From an optimization exercise on the open Yosys and OpenROAD flow, aimed at small area and a short achievable clock period; shortcuts taken in it are not production practice.
Where RTL was checked, it was by simulation tests only, not by an equivalence proof against the original.
The clock port is modelled as an ideal driver; clocking choices that lean on that would not hold on a real chip.

==> run X <==
Design pe_mac, start of the top module:
module pe_mac #(
  parameter int WA       = 16,
  parameter int WB       = 16,
  parameter int ACCW     = 40,
  parameter int MULT_LAT = 1,
  parameter int ADD_LAT  = 0
) (
  input  logic                    clk,
  input  logic                    rst_n,
  input  logic                    in_valid,
  output logic                    in_ready,
  input  logic signed [WA-1:0]    a_in,
  input  logic signed [WB-1:0]    b_in,
  input  logic signed [ACCW-1:0]  psum_in,
  output logic                    out_valid,
  input  logic                    out_ready,
  output logic signed [WA-1:0]    a_out,
  output logic signed [WB-1:0]    b_out,
  output logic signed [ACCW-1:0]  psum_out
);
export LEC_CHECK = 0
export ABC_AREA = 1
export CAP_MARGIN = 5
export CORE_MARGIN = 2
export CORE_UTILIZATION = 68
export CTS_BUF_LIST = sky130_fd_sc_hd__clkbuf_8
export SETUP_SLACK_MARGIN = 3.15
export SLEW_MARGIN = 5
export SYNTH_HIERARCHICAL = 1
export SYNTH_MINIMUM_KEEP_SIZE = 0
export TNS_END_PERCENT = 10
create_clock -name core_clock -period 6.0 [get_ports {clk}]
standard.sh (not shown) runs the stock make flow with config.mk's settings and CLKGATE_MAP_FILE= SYNTH_SCRIPT=/design/flow/synth_recipe.tcl, a recipe that flattens the netlist after the stock synthesis.
==> flow/flow/run.sh <==
#!/bin/bash
# Own flow: the standard layout (standard.sh, unchanged synthesis) with
#  - the port buffers made of the smallest buffer cell (buf_1), and
#  - useful skew for the internal M registers (flow/skew.tcl, run as the
#    PRE_CTS_TCL hook: it wraps clock_tree_synthesis and delays the clock of
#    Ms/Mc, which have no path from an input or to an output).
set -euo pipefail
here=$(pwd)
export BUFFER_PORTS_ARGS="-buffer_cell sky130_fd_sc_hd__buf_1"
export PRE_CTS_TCL="$here/flow/skew.tcl"

export SKEW_CELLS="clkbuf_2 clkbuf_4"
export CTS_ARGS="-sink_clustering_enable -repair_clock_nets -buf_list sky130_fd_sc_hd__clkbuf_8 -dont_use_dummy_load"
bash standard.sh > standard.log 2>&1
Other scripts of this flow, unchanged in this note and not shown: flow/flow/skew.tcl
==> run E (differences from run X) <==
--- a/flow/flow/run.sh
+++ b/flow/flow/run.sh
@@ -6,9 +6,11 @@
 #    Ms/Mc, which have no path from an input or to an output).
 set -euo pipefail
 here=$(pwd)
 export BUFFER_PORTS_ARGS="-buffer_cell sky130_fd_sc_hd__buf_1"
 export PRE_CTS_TCL="$here/flow/skew.tcl"
 
 export SKEW_CELLS="clkbuf_2 clkbuf_4"
 export CTS_ARGS="-sink_clustering_enable -repair_clock_nets -buf_list sky130_fd_sc_hd__clkbuf_8 -dont_use_dummy_load"
+export PRE_GLOBAL_ROUTE_TCL="$here/flow/recover.tcl"
+export RECOVER_POWER=${RECOVER_POWER:-100}
 bash standard.sh > standard.log 2>&1
==> flow/flow/recover.tcl (new file) <==
# PRE_GLOBAL_ROUTE_TCL hook: the power-recovery pass after global routing
# (downsizing gates off the critical paths) keeps the setup slack margin.
proc recover_power_helper { } {
  if { $::env(RECOVER_POWER) == 0 } {
    return
  }
  report_wns
  log_cmd repair_timing -recover_power $::env(RECOVER_POWER) \
    -setup_margin $::env(SETUP_SLACK_MARGIN) -verbose
  report_wns
}
==> flow/config.mk (replaced) <==
export PLATFORM = sky130hd
export DESIGN_NAME = pe_mac
export DESIGN_NICKNAME = pe_mac
export VERILOG_FILES = /design/flow/design.v
export SDC_FILE = /design/flow/constraint.sdc
export NUM_CORES = 4
export LEC_CHECK = 0
export ABC_AREA = 1
export CAP_MARGIN = 20
export CORE_MARGIN = 2
export CORE_UTILIZATION = 68
export CTS_BUF_LIST = sky130_fd_sc_hd__clkbuf_8
export SETUP_SLACK_MARGIN = 3.15
export SLEW_MARGIN = 20
export SYNTH_HIERARCHICAL = 1
export SYNTH_MINIMUM_KEEP_SIZE = 0
export TNS_END_PERCENT = 10
==> run G (differences from run X) <==
--- a/flow/design.v
+++ b/flow/design.v
@@ -22,43 +22,53 @@
   logic [15:0] A, B;
   logic [39:0] P;
   logic [39:0] S;
   logic [3:0]  V;
   logic [39:0] psum_off;
   assign in_ready = out_ready;
   assign acc      = in_valid & out_ready;
   assign psum_off = {psum_in[39:32], ~psum_in[31], psum_in[30:0]};
-  logic [7:0] BN, BO, bn_in, bo_in;
+  logic [7:0] BN, BO, BT, bn_in, bo_in, bt_in;
   assign bn_in[0] = b_in[1];
   assign bo_in[0] = b_in[0] ^ 1'b0;
+  assign bt_in[0] = (b_in[1] & ~b_in[0] & ~1'b0) | (~b_in[1] & b_in[0] & 1'b0);
   assign bn_in[1] = b_in[3];
   assign bo_in[1] = b_in[2] ^ b_in[1];
+  assign bt_in[1] = (b_in[3] & ~b_in[2] & ~b_in[1]) | (~b_in[3] & b_in[2] & b_in[1]);
   assign bn_in[2] = b_in[5];
   assign bo_in[2] = b_in[4] ^ b_in[3];
+  assign bt_in[2] = (b_in[5] & ~b_in[4] & ~b_in[3]) | (~b_in[5] & b_in[4] & b_in[3]);
   assign bn_in[3] = b_in[7];
   assign bo_in[3] = b_in[6] ^ b_in[5];
+  assign bt_in[3] = (b_in[7] & ~b_in[6] & ~b_in[5]) | (~b_in[7] & b_in[6] & b_in[5]);
   assign bn_in[4] = b_in[9];
   assign bo_in[4] = b_in[8] ^ b_in[7];
+  assign bt_in[4] = (b_in[9] & ~b_in[8] & ~b_in[7]) | (~b_in[9] & b_in[8] & b_in[7]);
   assign bn_in[5] = b_in[11];
   assign bo_in[5] = b_in[10] ^ b_in[9];
+  assign bt_in[5] = (b_in[11] & ~b_in[10] & ~b_in[9]) | (~b_in[11] & b_in[10] & b_in[9]);
   assign bn_in[6] = b_in[13];
   assign bo_in[6] = b_in[12] ^ b_in[11];
+  assign bt_in[6] = (b_in[13] & ~b_in[12] & ~b_in[11]) | (~b_in[13] & b_in[12] & b_in[11]);
   assign bn_in[7] = b_in[15];
   assign bo_in[7] = b_in[14] ^ b_in[13];
+  assign bt_in[7] = (b_in[15] & ~b_in[14] & ~b_in[13]) | (~b_in[15] & b_in[14] & b_in[13]);
   always_ff @(posedge clk) begin
     if (!rst_n) begin
       A  <= '0;
       BN <= '0;
       BO <= '0;
+      BT <= '0;
       P  <= 40'h0080000000;
     end else if (acc) begin
       A  <= a_in;
       BN <= bn_in;
       BO <= bo_in;
+      BT <= bt_in;
       P  <= psum_off;
     end
   end
   assign B[1] = BN[0];
   assign B[0] = BO[0];
   assign B[3] = BN[1];
   assign B[2] = BO[1] ^ BN[0];
   assign B[5] = BN[2];
@@ -591,17 +601,17 @@
   logic fc109;
   logic fs110;
   logic fc110;
   logic fs111;
   logic fc111;
   logic hs112;
   logic hc112;
   assign bo0 = BO[0];
-  assign bt0 = ~BO[0] & (BN[0] ^ 1'b0);
+  assign bt0 = BT[0];
   assign bn0 = BN[0] & (bo0 | bt0);
   assign ax0_0 = A[0] ^ BN[0];
   assign ax0_1 = A[1] ^ BN[0];
   assign ax0_2 = A[2] ^ BN[0];
   assign ax0_3 = A[3] ^ BN[0];
   assign ax0_4 = A[4] ^ BN[0];
   assign ax0_5 = A[5] ^ BN[0];
   assign ax0_6 = A[6] ^ BN[0];
@@ -628,17 +638,17 @@
   assign pp0_11 = (bo0 & ax0_11) | (bt0 & ax0_10);
   assign pp0_12 = (bo0 & ax0_12) | (bt0 & ax0_11);
   assign pp0_13 = (bo0 & ax0_13) | (bt0 & ax0_12);
   assign pp0_14 = (bo0 & ax0_14) | (bt0 & ax0_13);
   assign pp0_15 = (bo0 & ax0_15) | (bt0 & ax0_14);
   assign pp0_16 = (bo0 & ax0_15) | (bt0 & ax0_15);
   assign ns0 = ~pp0_16;
   assign bo1 = BO[1];
-  assign bt1 = ~BO[1] & (BN[1] ^ BN[0]);
+  assign bt1 = BT[1];
   assign bn1 = BN[1] & (bo1 | bt1);
   assign ax1_0 = A[0] ^ BN[1];
   assign ax1_1 = A[1] ^ BN[1];
   assign ax1_2 = A[2] ^ BN[1];
   assign ax1_3 = A[3] ^ BN[1];
   assign ax1_4 = A[4] ^ BN[1];
   assign ax1_5 = A[5] ^ BN[1];
   assign ax1_6 = A[6] ^ BN[1];
@@ -665,17 +675,17 @@
   assign pp1_11 = (bo1 & ax1_11) | (bt1 & ax1_10);
   assign pp1_12 = (bo1 & ax1_12) | (bt1 & ax1_11);
   assign pp1_13 = (bo1 & ax1_13) | (bt1 & ax1_12);
   assign pp1_14 = (bo1 & ax1_14) | (bt1 & ax1_13);
   assign pp1_15 = (bo1 & ax1_15) | (bt1 & ax1_14);
   assign pp1_16 = (bo1 & ax1_15) | (bt1 & ax1_15);
   assign ns1 = ~pp1_16;
   assign bo2 = BO[2];
-  assign bt2 = ~BO[2] & (BN[2] ^ BN[1]);
+  assign bt2 = BT[2];
   assign bn2 = BN[2] & (bo2 | bt2);
   assign ax2_0 = A[0] ^ BN[2];
   assign ax2_1 = A[1] ^ BN[2];
   assign ax2_2 = A[2] ^ BN[2];
   assign ax2_3 = A[3] ^ BN[2];
   assign ax2_4 = A[4] ^ BN[2];
   assign ax2_5 = A[5] ^ BN[2];
   assign ax2_6 = A[6] ^ BN[2];
@@ -702,17 +712,17 @@
   assign pp2_11 = (bo2 & ax2_11) | (bt2 & ax2_10);
   assign pp2_12 = (bo2 & ax2_12) | (bt2 & ax2_11);
   assign pp2_13 = (bo2 & ax2_13) | (bt2 & ax2_12);
   assign pp2_14 = (bo2 & ax2_14) | (bt2 & ax2_13);
   assign pp2_15 = (bo2 & ax2_15) | (bt2 & ax2_14);
   assign pp2_16 = (bo2 & ax2_15) | (bt2 & ax2_15);
   assign ns2 = ~pp2_16;
   assign bo3 = BO[3];
-  assign bt3 = ~BO[3] & (BN[3] ^ BN[2]);
+  assign bt3 = BT[3];
   assign bn3 = BN[3] & (bo3 | bt3);
   assign ax3_0 = A[0] ^ BN[3];
   assign ax3_1 = A[1] ^ BN[3];
   assign ax3_2 = A[2] ^ BN[3];
   assign ax3_3 = A[3] ^ BN[3];
   assign ax3_4 = A[4] ^ BN[3];
   assign ax3_5 = A[5] ^ BN[3];
   assign ax3_6 = A[6] ^ BN[3];
@@ -739,17 +749,17 @@
   assign pp3_11 = (bo3 & ax3_11) | (bt3 & ax3_10);
   assign pp3_12 = (bo3 & ax3_12) | (bt3 & ax3_11);
   assign pp3_13 = (bo3 & ax3_13) | (bt3 & ax3_12);
   assign pp3_14 = (bo3 & ax3_14) | (bt3 & ax3_13);
   assign pp3_15 = (bo3 & ax3_15) | (bt3 & ax3_14);
   assign pp3_16 = (bo3 & ax3_15) | (bt3 & ax3_15);
   assign ns3 = ~pp3_16;
   assign bo4 = BO[4];
-  assign bt4 = ~BO[4] & (BN[4] ^ BN[3]);
+  assign bt4 = BT[4];
   assign bn4 = BN[4] & (bo4 | bt4);
   assign ax4_0 = A[0] ^ BN[4];
   assign ax4_1 = A[1] ^ BN[4];
   assign ax4_2 = A[2] ^ BN[4];
   assign ax4_3 = A[3] ^ BN[4];
   assign ax4_4 = A[4] ^ BN[4];
   assign ax4_5 = A[5] ^ BN[4];
   assign ax4_6 = A[6] ^ BN[4];
@@ -776,17 +786,17 @@
   assign pp4_11 = (bo4 & ax4_11) | (bt4 & ax4_10);
   assign pp4_12 = (bo4 & ax4_12) | (bt4 & ax4_11);
   assign pp4_13 = (bo4 & ax4_13) | (bt4 & ax4_12);
   assign pp4_14 = (bo4 & ax4_14) | (bt4 & ax4_13);
   assign pp4_15 = (bo4 & ax4_15) | (bt4 & ax4_14);
   assign pp4_16 = (bo4 & ax4_15) | (bt4 & ax4_15);
   assign ns4 = ~pp4_16;
   assign bo5 = BO[5];
-  assign bt5 = ~BO[5] & (BN[5] ^ BN[4]);
+  assign bt5 = BT[5];
   assign bn5 = BN[5] & (bo5 | bt5);
   assign ax5_0 = A[0] ^ BN[5];
   assign ax5_1 = A[1] ^ BN[5];
   assign ax5_2 = A[2] ^ BN[5];
   assign ax5_3 = A[3] ^ BN[5];
   assign ax5_4 = A[4] ^ BN[5];
   assign ax5_5 = A[5] ^ BN[5];
   assign ax5_6 = A[6] ^ BN[5];
@@ -813,17 +823,17 @@
   assign pp5_11 = (bo5 & ax5_11) | (bt5 & ax5_10);
   assign pp5_12 = (bo5 & ax5_12) | (bt5 & ax5_11);
   assign pp5_13 = (bo5 & ax5_13) | (bt5 & ax5_12);
   assign pp5_14 = (bo5 & ax5_14) | (bt5 & ax5_13);
   assign pp5_15 = (bo5 & ax5_15) | (bt5 & ax5_14);
   assign pp5_16 = (bo5 & ax5_15) | (bt5 & ax5_15);
   assign ns5 = ~pp5_16;
   assign bo6 = BO[6];
-  assign bt6 = ~BO[6] & (BN[6] ^ BN[5]);
+  assign bt6 = BT[6];
   assign bn6 = BN[6] & (bo6 | bt6);
   assign ax6_0 = A[0] ^ BN[6];
   assign ax6_1 = A[1] ^ BN[6];
   assign ax6_2 = A[2] ^ BN[6];
   assign ax6_3 = A[3] ^ BN[6];
   assign ax6_4 = A[4] ^ BN[6];
   assign ax6_5 = A[5] ^ BN[6];
   assign ax6_6 = A[6] ^ BN[6];
@@ -850,17 +860,17 @@
   assign pp6_11 = (bo6 & ax6_11) | (bt6 & ax6_10);
   assign pp6_12 = (bo6 & ax6_12) | (bt6 & ax6_11);
   assign pp6_13 = (bo6 & ax6_13) | (bt6 & ax6_12);
   assign pp6_14 = (bo6 & ax6_14) | (bt6 & ax6_13);
   assign pp6_15 = (bo6 & ax6_15) | (bt6 & ax6_14);
   assign pp6_16 = (bo6 & ax6_15) | (bt6 & ax6_15);
   assign ns6 = ~pp6_16;
   assign bo7 = BO[7];
-  assign bt7 = ~BO[7] & (BN[7] ^ BN[6]);
+  assign bt7 = BT[7];
   assign bn7 = BN[7] & (bo7 | bt7);
   assign ax7_0 = A[0] ^ BN[7];
   assign ax7_1 = A[1] ^ BN[7];
   assign ax7_2 = A[2] ^ BN[7];
   assign ax7_3 = A[3] ^ BN[7];
   assign ax7_4 = A[4] ^ BN[7];
   assign ax7_5 = A[5] ^ BN[7];
   assign ax7_6 = A[6] ^ BN[7];
==> flow/config.mk (replaced) <==
export PLATFORM = sky130hd
export DESIGN_NAME = pe_mac
export DESIGN_NICKNAME = pe_mac
export VERILOG_FILES = /design/flow/design.v
export SDC_FILE = /design/flow/constraint.sdc
export NUM_CORES = 4
export LEC_CHECK = 0
export ABC_AREA = 1
export CAP_MARGIN = 20
export CORE_MARGIN = 2
export CORE_UTILIZATION = 55
export CTS_BUF_LIST = sky130_fd_sc_hd__clkbuf_8
export SETUP_SLACK_MARGIN = 3.3
export SLEW_MARGIN = 20
export SYNTH_HIERARCHICAL = 1
export SYNTH_MINIMUM_KEEP_SIZE = 0
export TNS_END_PERCENT = 20
==> run R (differences from run X) <==
--- a/flow/design.v
+++ b/flow/design.v
@@ -22,43 +22,53 @@
   logic [15:0] A, B;
   logic [39:0] P;
   logic [39:0] S;
   logic [3:0]  V;
   logic [39:0] psum_off;
   assign in_ready = out_ready;
   assign acc      = in_valid & out_ready;
   assign psum_off = {psum_in[39:32], ~psum_in[31], psum_in[30:0]};
-  logic [7:0] BN, BO, bn_in, bo_in;
+  logic [7:0] BN, BO, BT, bn_in, bo_in, bt_in;
   assign bn_in[0] = b_in[1];
   assign bo_in[0] = b_in[0] ^ 1'b0;
+  assign bt_in[0] = (b_in[1] & ~b_in[0] & ~1'b0) | (~b_in[1] & b_in[0] & 1'b0);
   assign bn_in[1] = b_in[3];
   assign bo_in[1] = b_in[2] ^ b_in[1];
+  assign bt_in[1] = (b_in[3] & ~b_in[2] & ~b_in[1]) | (~b_in[3] & b_in[2] & b_in[1]);
   assign bn_in[2] = b_in[5];
   assign bo_in[2] = b_in[4] ^ b_in[3];
+  assign bt_in[2] = (b_in[5] & ~b_in[4] & ~b_in[3]) | (~b_in[5] & b_in[4] & b_in[3]);
   assign bn_in[3] = b_in[7];
   assign bo_in[3] = b_in[6] ^ b_in[5];
+  assign bt_in[3] = (b_in[7] & ~b_in[6] & ~b_in[5]) | (~b_in[7] & b_in[6] & b_in[5]);
   assign bn_in[4] = b_in[9];
   assign bo_in[4] = b_in[8] ^ b_in[7];
+  assign bt_in[4] = (b_in[9] & ~b_in[8] & ~b_in[7]) | (~b_in[9] & b_in[8] & b_in[7]);
   assign bn_in[5] = b_in[11];
   assign bo_in[5] = b_in[10] ^ b_in[9];
+  assign bt_in[5] = (b_in[11] & ~b_in[10] & ~b_in[9]) | (~b_in[11] & b_in[10] & b_in[9]);
   assign bn_in[6] = b_in[13];
   assign bo_in[6] = b_in[12] ^ b_in[11];
+  assign bt_in[6] = (b_in[13] & ~b_in[12] & ~b_in[11]) | (~b_in[13] & b_in[12] & b_in[11]);
   assign bn_in[7] = b_in[15];
   assign bo_in[7] = b_in[14] ^ b_in[13];
+  assign bt_in[7] = (b_in[15] & ~b_in[14] & ~b_in[13]) | (~b_in[15] & b_in[14] & b_in[13]);
   always_ff @(posedge clk) begin
     if (!rst_n) begin
       A  <= '0;
       BN <= '0;
       BO <= '0;
+      BT <= '0;
       P  <= 40'h0080000000;
     end else if (acc) begin
       A  <= a_in;
       BN <= bn_in;
       BO <= bo_in;
+      BT <= bt_in;
       P  <= psum_off;
     end
   end
   assign B[1] = BN[0];
   assign B[0] = BO[0];
   assign B[3] = BN[1];
   assign B[2] = BO[1] ^ BN[0];
   assign B[5] = BN[2];
@@ -591,17 +601,17 @@
   logic fc109;
   logic fs110;
   logic fc110;
   logic fs111;
   logic fc111;
   logic hs112;
   logic hc112;
   assign bo0 = BO[0];
-  assign bt0 = ~BO[0] & (BN[0] ^ 1'b0);
+  assign bt0 = BT[0];
   assign bn0 = BN[0] & (bo0 | bt0);
   assign ax0_0 = A[0] ^ BN[0];
   assign ax0_1 = A[1] ^ BN[0];
   assign ax0_2 = A[2] ^ BN[0];
   assign ax0_3 = A[3] ^ BN[0];
   assign ax0_4 = A[4] ^ BN[0];
   assign ax0_5 = A[5] ^ BN[0];
   assign ax0_6 = A[6] ^ BN[0];
@@ -628,17 +638,17 @@
   assign pp0_11 = (bo0 & ax0_11) | (bt0 & ax0_10);
   assign pp0_12 = (bo0 & ax0_12) | (bt0 & ax0_11);
   assign pp0_13 = (bo0 & ax0_13) | (bt0 & ax0_12);
   assign pp0_14 = (bo0 & ax0_14) | (bt0 & ax0_13);
   assign pp0_15 = (bo0 & ax0_15) | (bt0 & ax0_14);
   assign pp0_16 = (bo0 & ax0_15) | (bt0 & ax0_15);
   assign ns0 = ~pp0_16;
   assign bo1 = BO[1];
-  assign bt1 = ~BO[1] & (BN[1] ^ BN[0]);
+  assign bt1 = BT[1];
   assign bn1 = BN[1] & (bo1 | bt1);
   assign ax1_0 = A[0] ^ BN[1];
   assign ax1_1 = A[1] ^ BN[1];
   assign ax1_2 = A[2] ^ BN[1];
   assign ax1_3 = A[3] ^ BN[1];
   assign ax1_4 = A[4] ^ BN[1];
   assign ax1_5 = A[5] ^ BN[1];
   assign ax1_6 = A[6] ^ BN[1];
@@ -665,17 +675,17 @@
   assign pp1_11 = (bo1 & ax1_11) | (bt1 & ax1_10);
   assign pp1_12 = (bo1 & ax1_12) | (bt1 & ax1_11);
   assign pp1_13 = (bo1 & ax1_13) | (bt1 & ax1_12);
   assign pp1_14 = (bo1 & ax1_14) | (bt1 & ax1_13);
   assign pp1_15 = (bo1 & ax1_15) | (bt1 & ax1_14);
   assign pp1_16 = (bo1 & ax1_15) | (bt1 & ax1_15);
   assign ns1 = ~pp1_16;
   assign bo2 = BO[2];
-  assign bt2 = ~BO[2] & (BN[2] ^ BN[1]);
+  assign bt2 = BT[2];
   assign bn2 = BN[2] & (bo2 | bt2);
   assign ax2_0 = A[0] ^ BN[2];
   assign ax2_1 = A[1] ^ BN[2];
   assign ax2_2 = A[2] ^ BN[2];
   assign ax2_3 = A[3] ^ BN[2];
   assign ax2_4 = A[4] ^ BN[2];
   assign ax2_5 = A[5] ^ BN[2];
   assign ax2_6 = A[6] ^ BN[2];
@@ -702,17 +712,17 @@
   assign pp2_11 = (bo2 & ax2_11) | (bt2 & ax2_10);
   assign pp2_12 = (bo2 & ax2_12) | (bt2 & ax2_11);
   assign pp2_13 = (bo2 & ax2_13) | (bt2 & ax2_12);
   assign pp2_14 = (bo2 & ax2_14) | (bt2 & ax2_13);
   assign pp2_15 = (bo2 & ax2_15) | (bt2 & ax2_14);
   assign pp2_16 = (bo2 & ax2_15) | (bt2 & ax2_15);
   assign ns2 = ~pp2_16;
   assign bo3 = BO[3];
-  assign bt3 = ~BO[3] & (BN[3] ^ BN[2]);
+  assign bt3 = BT[3];
   assign bn3 = BN[3] & (bo3 | bt3);
   assign ax3_0 = A[0] ^ BN[3];
   assign ax3_1 = A[1] ^ BN[3];
   assign ax3_2 = A[2] ^ BN[3];
   assign ax3_3 = A[3] ^ BN[3];
   assign ax3_4 = A[4] ^ BN[3];
   assign ax3_5 = A[5] ^ BN[3];
   assign ax3_6 = A[6] ^ BN[3];
@@ -739,17 +749,17 @@
   assign pp3_11 = (bo3 & ax3_11) | (bt3 & ax3_10);
   assign pp3_12 = (bo3 & ax3_12) | (bt3 & ax3_11);
   assign pp3_13 = (bo3 & ax3_13) | (bt3 & ax3_12);
   assign pp3_14 = (bo3 & ax3_14) | (bt3 & ax3_13);
   assign pp3_15 = (bo3 & ax3_15) | (bt3 & ax3_14);
   assign pp3_16 = (bo3 & ax3_15) | (bt3 & ax3_15);
   assign ns3 = ~pp3_16;
   assign bo4 = BO[4];
-  assign bt4 = ~BO[4] & (BN[4] ^ BN[3]);
+  assign bt4 = BT[4];
   assign bn4 = BN[4] & (bo4 | bt4);
   assign ax4_0 = A[0] ^ BN[4];
   assign ax4_1 = A[1] ^ BN[4];
   assign ax4_2 = A[2] ^ BN[4];
   assign ax4_3 = A[3] ^ BN[4];
   assign ax4_4 = A[4] ^ BN[4];
   assign ax4_5 = A[5] ^ BN[4];
   assign ax4_6 = A[6] ^ BN[4];
@@ -776,17 +786,17 @@
   assign pp4_11 = (bo4 & ax4_11) | (bt4 & ax4_10);
   assign pp4_12 = (bo4 & ax4_12) | (bt4 & ax4_11);
   assign pp4_13 = (bo4 & ax4_13) | (bt4 & ax4_12);
   assign pp4_14 = (bo4 & ax4_14) | (bt4 & ax4_13);
   assign pp4_15 = (bo4 & ax4_15) | (bt4 & ax4_14);
   assign pp4_16 = (bo4 & ax4_15) | (bt4 & ax4_15);
   assign ns4 = ~pp4_16;
   assign bo5 = BO[5];
-  assign bt5 = ~BO[5] & (BN[5] ^ BN[4]);
+  assign bt5 = BT[5];
   assign bn5 = BN[5] & (bo5 | bt5);
   assign ax5_0 = A[0] ^ BN[5];
   assign ax5_1 = A[1] ^ BN[5];
   assign ax5_2 = A[2] ^ BN[5];
   assign ax5_3 = A[3] ^ BN[5];
   assign ax5_4 = A[4] ^ BN[5];
   assign ax5_5 = A[5] ^ BN[5];
   assign ax5_6 = A[6] ^ BN[5];
@@ -813,17 +823,17 @@
   assign pp5_11 = (bo5 & ax5_11) | (bt5 & ax5_10);
   assign pp5_12 = (bo5 & ax5_12) | (bt5 & ax5_11);
   assign pp5_13 = (bo5 & ax5_13) | (bt5 & ax5_12);
   assign pp5_14 = (bo5 & ax5_14) | (bt5 & ax5_13);
   assign pp5_15 = (bo5 & ax5_15) | (bt5 & ax5_14);
   assign pp5_16 = (bo5 & ax5_15) | (bt5 & ax5_15);
   assign ns5 = ~pp5_16;
   assign bo6 = BO[6];
-  assign bt6 = ~BO[6] & (BN[6] ^ BN[5]);
+  assign bt6 = BT[6];
   assign bn6 = BN[6] & (bo6 | bt6);
   assign ax6_0 = A[0] ^ BN[6];
   assign ax6_1 = A[1] ^ BN[6];
   assign ax6_2 = A[2] ^ BN[6];
   assign ax6_3 = A[3] ^ BN[6];
   assign ax6_4 = A[4] ^ BN[6];
   assign ax6_5 = A[5] ^ BN[6];
   assign ax6_6 = A[6] ^ BN[6];
@@ -850,17 +860,17 @@
   assign pp6_11 = (bo6 & ax6_11) | (bt6 & ax6_10);
   assign pp6_12 = (bo6 & ax6_12) | (bt6 & ax6_11);
   assign pp6_13 = (bo6 & ax6_13) | (bt6 & ax6_12);
   assign pp6_14 = (bo6 & ax6_14) | (bt6 & ax6_13);
   assign pp6_15 = (bo6 & ax6_15) | (bt6 & ax6_14);
   assign pp6_16 = (bo6 & ax6_15) | (bt6 & ax6_15);
   assign ns6 = ~pp6_16;
   assign bo7 = BO[7];
-  assign bt7 = ~BO[7] & (BN[7] ^ BN[6]);
+  assign bt7 = BT[7];
   assign bn7 = BN[7] & (bo7 | bt7);
   assign ax7_0 = A[0] ^ BN[7];
   assign ax7_1 = A[1] ^ BN[7];
   assign ax7_2 = A[2] ^ BN[7];
   assign ax7_3 = A[3] ^ BN[7];
   assign ax7_4 = A[4] ^ BN[7];
   assign ax7_5 = A[5] ^ BN[7];
   assign ax7_6 = A[6] ^ BN[7];
==> flow/config.mk (replaced) <==
export PLATFORM = sky130hd
export DESIGN_NAME = pe_mac
export DESIGN_NICKNAME = pe_mac
export VERILOG_FILES = /design/flow/design.v
export SDC_FILE = /design/flow/constraint.sdc
export NUM_CORES = 4
export LEC_CHECK = 0
export ABC_AREA = 1
export CAP_MARGIN = 20
export CORE_MARGIN = 2
export CORE_UTILIZATION = 68
export CTS_BUF_LIST = sky130_fd_sc_hd__clkbuf_8
export SETUP_SLACK_MARGIN = 3.2
export SLEW_MARGIN = 20
export SYNTH_HIERARCHICAL = 1
export SYNTH_MINIMUM_KEEP_SIZE = 0
export TNS_END_PERCENT = 20
==> results_dict.tcl <==
set metrics [dict create \
    report.final.slew_viol_count 43 \
    cts.repair.resized 40 \
    violations "capacitance limit, slew limit" \
    inv_count 90 \
    status "failed layout checks" \
    critPathLaunch "BN[6]" \
    cap_violations 2 \
    reg2reg_to "Ms[20]" \
    p_switching_w 0.00205 \
    synthSimpleGateAreaFrac 0.116 \
    cp_slowest_stage_delay_ns 0.94 \
    synth-xor-area-share 0.109 \
]
That was run E.
==> results_dict.tcl <==
set metrics [dict create \
    status "complete, no violations" \
    synthSimpleGateAreaFrac 0.127 \
    synth-xor-area-share 0.0997 \
    report.final.slew_viol_count 0 \
    critPathLaunch "Ms[9]" \
    inv_count 121 \
    cap_violations 0 \
    cts.repair.resized 43 \
    p_switching_w 0.00167 \
]
That was run R.
==> results_dict.tcl <==
set metrics [dict create \
    cap_violations 0 \
    cp_slowest_stage_delay_ns 0.54 \
    critPathLaunch "BN[0]" \
    report.final.slew_viol_count 0 \
    inv_count 90 \
    status "complete, no violations" \
    reg2reg_to "Ms[18]" \
    synth-xor-area-share 0.109 \
    p_switching_w 0.00206 \
]
That was run X.
==> results_dict.tcl <==
set metrics [dict create \
    status "complete, no violations" \
    reg2reg_to "S[32]" \
    cp_slowest_stage_delay_ns 0.51 \
    report.final.slew_viol_count 0 \
    synthSimpleGateAreaFrac 0.127 \
    p_switching_w 0.00169 \
    critPathLaunch "Mc[11]" \
    cts.repair.resized 80 \
]
That was run G.
The RTL of run G and run R was laid out without a check of its function.

port drivers added, routing unchanged:
Ports are ideal in the flow. The routed layouts listed here were re-timed in OpenROAD.
Step 1 assumes that a clkbuf_16 drives the clock port and a buf_2 every other input.
Step 2 adds t to the input delays and takes it off the output delays; t is the mean of the earliest and latest rising clock arrival at the registers after step 1. Input paths then give back, and output paths get back, about the clock's delay inside the block.
Three values: ideal, step 1, step 2; two values: the first two.
run	t (ns)	setup slack, ns	worst setup path after step 2	clock arrival spread, ns	pins driven straight from the clock port
run X	0.613	3.122 / 3.121 / 2.675	input to register	0.284 / 0.283	1
run E	0.607	1.963 / 1.963 / 1.431	input to register	0.286 / 0.286	1
run G	0.604	3.185 / 3.185 / 2.729	input to register	0.290 / 0.289	1
run R	0.604	3.180 / 3.180 / 2.867	input to register	0.289 / 0.289	1
The setup slack of run E, which loses most, moves by 0.000 ns with the drivers and by -0.532 ns with both steps.
